This is an optimization exercise on Yosys and OpenROAD, whose aim is small area, not a production implementation.
The RTL was checked by simulation tests, not by an equivalence proof against the original design.

==> run Z <==
==> flow/design.v <==
module clmul_school #(parameter N = 4) (
  input  wire [N-1:0]   a,
  input  wire [N-1:0]   b,
  output reg  [2*N-2:0] p
);
  integer i, j;
  always @* begin
    p = {(2*N-1){1'b0}};
    for (i = 0; i < N; i = i + 1)
      for (j = 0; j < N; j = j + 1)
        p[i+j] = p[i+j] ^ (a[i] & b[j]);
  end
endmodule
module clmul_kara #(parameter N = 128, parameter LEAF = 4) (
  input  wire [N-1:0]   a,
  input  wire [N-1:0]   b,
  output wire [2*N-2:0] p
);
  generate
    if (N <= LEAF) begin : g_leaf
      clmul_school #(.N(N)) u_s (.a(a), .b(b), .p(p));
    end else begin : g_kara
      localparam M = N / 2;
      wire [2*M-2:0] l, h, d;
      clmul_kara #(.N(M), .LEAF(LEAF)) u_l (.a(a[M-1:0]), .b(b[M-1:0]), .p(l));
      clmul_kara #(.N(M), .LEAF(LEAF)) u_h (.a(a[N-1:M]), .b(b[N-1:M]), .p(h));
      clmul_kara #(.N(M), .LEAF(LEAF)) u_d (.a(a[M-1:0] ^ a[N-1:M]),
                                            .b(b[M-1:0] ^ b[N-1:M]), .p(d));
      wire [M-1:0] s    = {1'b0, l[2*M-2:M]} ^ h[M-1:0];
      wire [M-1:0] blk1 = s ^ (l[M-1:0] ^ d[M-1:0]);
      wire [M-1:0] blk2 = s ^ {1'b0, h[2*M-2:M] ^ d[2*M-2:M]};
      assign p = {h[2*M-2:M], blk2, blk1, l[M-1:0]};
    end
  endgenerate
endmodule
module mul_128_module (
  input  wire         clk,
  input  wire [127:0] A,
  input  wire [127:0] B,
  output wire [255:0] mul_128,
  input  wire         In_Busy,
  output reg          Out_Busy
);
  wire [254:0] prod;
  reg  [254:0] prod_q;
  clmul_kara #(.N(128), .LEAF(4)) u_mul (.a(A), .b(B), .p(prod));
  always @(posedge clk) begin
    prod_q   <= prod;
    Out_Busy <= In_Busy;
  end
  assign mul_128 = {1'b0, prod_q};
endmodule
==> flow/flow/run.sh <==
#!/bin/bash
set -euo pipefail
here=$(pwd)
export DONT_BUFFER_PORTS=1
export PRE_GLOBAL_PLACE_TCL=$here/flow/pre_gpl.tcl
export LAYER_PARASITICS_FILE=$here/flow/rc.tcl
export FLOW_ABC_SCRIPT=$here/flow/abc_xor.script
sed "s#SYNTH_SCRIPT=[^ ]*#SYNTH_SCRIPT=$here/flow/synth.tcl#" standard.sh > own_standard.sh
grep -q "SYNTH_SCRIPT=$here/flow/synth.tcl" own_standard.sh
bash own_standard.sh > standard.log 2>&1
==> flow/flow/abc_xor.script <==
strash
&get -n
&st
&dch -f
&nf -R 1000
&put
&get -n
&st
&dch
&nf -R 1000
&put
topo
==> flow/flow/pre_gpl.tcl <==
# Before global placement: drop the buffers ABC added, bring ABC's upsized
# gates back to their smallest size (repair_design and repair_timing size
# them up again where needed), then buffer the ports with plain buffers.
remove_buffers
foreach inst [get_cells *] {
  set ref [get_property $inst ref_name]
  if {[regexp {^(sky130_fd_sc_hd__(?:xor2|xnor2|nand2|nor2|and2|or2|mux2|mux2i|inv))_[2-9]$} $ref -> base]} {
    replace_cell $inst [get_lib_cells ${base}_1]
  }
}
buffer_ports -inputs -buffer_cell sky130_fd_sc_hd__buf_4
buffer_ports -outputs -buffer_cell sky130_fd_sc_hd__buf_1
==> flow/flow/rc.tcl <==
# sky130hd's setRC.tcl with wire capacitance x1.3 and resistance x1.2:
# the extracted parasitics of this design's routed nets run about 20-30%
# above the global-route estimate, so timing repair aims at the real loads.
set_layer_rc -layer li1 -capacitance 1.94870e-04 -resistance 8.61120e-02
set_layer_rc -layer met1 -capacitance 2.24088e-04 -resistance 1.07148e-03
set_layer_rc -layer met2 -capacitance 1.77103e-04 -resistance 1.07148e-03
set_layer_rc -layer met3 -capacitance 2.79451e-04 -resistance 1.88040e-04
set_layer_rc -layer met4 -capacitance 1.92566e-04 -resistance 1.88040e-04
set_layer_rc -layer met5 -capacitance 2.00313e-04 -resistance 2.13720e-05

set_layer_rc -via mcon -resistance 9.249146E-3
set_layer_rc -via via -resistance 4.5E-3
set_layer_rc -via via2 -resistance 3.368786E-3
set_layer_rc -via via3 -resistance 0.376635E-3
set_layer_rc -via via4 -resistance 0.00580E-3

set_wire_rc -signal -layer met1
set_wire_rc -clock -layer met3

==> flow/flow/synth.tcl <==
proc synth {args} { yosys synth -nofsm -noshare {*}$args }
proc abc {args} {
  set i [lsearch -exact $args -script]
  if {$i >= 0} { lset args [expr {$i + 1}] $::env(FLOW_ABC_SCRIPT) }
  yosys abc {*}$args
}
source $::env(SCRIPTS_DIR)/synth.tcl
# left out here: clear keep_hierarchy, flatten, clean up, hide names made inside functions, write 1_2_yosys.v
==> flow/standard.sh <==
#!/bin/bash
# synth_recipe.tcl (not shown) runs the flow's synth.tcl, then flattens the netlist and writes it again
# the make line also repeats each setting of config.mk as NAME=value (left out here)
make -C /OpenROAD-flow-scripts/flow DESIGN_CONFIG=/design/flow/config.mk WORK_HOME=/design/flow/orfs CLKGATE_MAP_FILE= SYNTH_SCRIPT=/design/flow/synth_recipe.tcl "${@:-finish}"
==> flow/config.mk <==
export PLATFORM = sky130hd
export DESIGN_NAME = mul_128_module
export DESIGN_NICKNAME = mul_128_module
export VERILOG_FILES = /design/flow/design.v
export SDC_FILE = /design/flow/constraint.sdc
export NUM_CORES = 4
export LEC_CHECK = 0
export CAP_MARGIN = 20
export CORE_MARGIN = 2
export CORE_UTILIZATION = 50
export GPL_TIMING_DRIVEN = 0
export SETUP_SLACK_MARGIN = 0.15
export SLEW_MARGIN = 20
==> flow/constraint.sdc <==
create_clock -name core_clock -period 8.0 [get_ports {clk}]
set_input_delay 1.6000 -clock core_clock [delete_from_list [all_inputs] [get_ports {clk}]]
set_output_delay 1.6000 -clock core_clock [all_outputs]
set_load 0.01 [all_outputs]
==> inputs of run Y, as changes to run Z <==
--- a/flow/flow/run.sh
+++ b/flow/flow/run.sh
@@ -4,5 +4,4 @@
 export DONT_BUFFER_PORTS=1
 export PRE_GLOBAL_PLACE_TCL=$here/flow/pre_gpl.tcl
-export LAYER_PARASITICS_FILE=$here/flow/rc.tcl
 export FLOW_ABC_SCRIPT=$here/flow/abc_xor.script
 sed "s#SYNTH_SCRIPT=[^ ]*#SYNTH_SCRIPT=$here/flow/synth.tcl#" standard.sh > own_standard.sh
Settings changed: SETUP_SLACK_MARGIN 0.15 to 0.7.
removed: flow/flow/rc.tcl
==> inputs of run G, as changes to run Z <==
--- a/flow/flow/pre_gpl.tcl
+++ b/flow/flow/pre_gpl.tcl
@@ -9,4 +9,4 @@
   }
 }
-buffer_ports -inputs -buffer_cell sky130_fd_sc_hd__buf_4
+buffer_ports -inputs -buffer_cell sky130_fd_sc_hd__buf_2
 buffer_ports -outputs -buffer_cell sky130_fd_sc_hd__buf_1
==> flow/flow/rc.tcl (replaced) <==
# sky130hd's setRC.tcl with wire capacitance x1.2 and resistance x1.1:
# the extracted parasitics of this design's routed nets run above the
# global-route estimate, so timing repair aims at the real loads.
set_layer_rc -layer li1 -capacitance 1.79880e-04 -resistance 7.89360e-02
set_layer_rc -layer met1 -capacitance 2.06850e-04 -resistance 9.82190e-04
set_layer_rc -layer met2 -capacitance 1.63480e-04 -resistance 9.82190e-04
set_layer_rc -layer met3 -capacitance 2.57954e-04 -resistance 1.72370e-04
set_layer_rc -layer met4 -capacitance 1.77754e-04 -resistance 1.72370e-04
set_layer_rc -layer met5 -capacitance 1.84904e-04 -resistance 1.95910e-05

set_layer_rc -via mcon -resistance 9.249146E-3
set_layer_rc -via via -resistance 4.5E-3
set_layer_rc -via via2 -resistance 3.368786E-3
set_layer_rc -via via3 -resistance 0.376635E-3
set_layer_rc -via via4 -resistance 0.00580E-3

set_wire_rc -signal -layer met1
set_wire_rc -clock -layer met3

==> inputs of run R, as changes to run Z <==
Settings changed: CAP_MARGIN 20 to 8, SLEW_MARGIN 20 to 8.
==> notes <==
Run R finished clean. Run Z went through all stages and came out clean. Run Y produced a layout that fails on max-capacitance violations, negative setup slack. Run G completed with no timing, DRC or antenna violations.
Of run R and run Z, run Z has the higher utilization (gap 0.83 points).
First-iteration DRC count, lowest first: run G, run R, run Z, run Y.
The lowest final area belongs to run Y, the highest to run Z.
The lowest via count belongs to run G, the highest to run Z.
In synthesized cell count, run G and run Z do not differ.
Final cell count: run G is higher than run R (about 0.2%).
In die area, run R and run Z do not differ.
Flip-flop and latch count is the same in run G and run R.

## what the ideal ports hide
The results above use ideal ports. As a check the final layouts listed here were re-extracted and re-timed, cells and wires unchanged. Step 1, drivers: a clkbuf_16 drives clk and a buf_2 each remaining input, both assumed. Step 2, shift: input delay + t, output delay - t, t = (earliest + latest rising clock arrival at the registers) / 2. This alone moves slack from input paths to output paths. a / b / c = no drivers / after step 1 / after step 2; a / b = the first two.
| run | t (ns) | setup WS [ns] | worst register clock-pin slew, ns | pins driven straight from the clock port |
|---|---|---|---|---|
| run Z | 0.797 | 0.383 / 0.461 / -0.336 | 0.09 / 0.09 | 1 |
| run Y | 0.734 | -0.164 / -0.098 / -0.832 | 0.09 / 0.09 | 1 |
| run G | 0.725 | 0.147 / 0.217 / -0.508 | 0.08 / 0.08 | 1 |
| run R | 0.782 | 0.669 / 0.730 / -0.052 | 0.08 / 0.08 | 1 |
Met with ideal ports but missed after step 2: setup timing in run Z, run G and run R. For run R, which loses most, drivers alone change the setup slack by +0.061 ns; drivers and shift together by -0.721 ns.
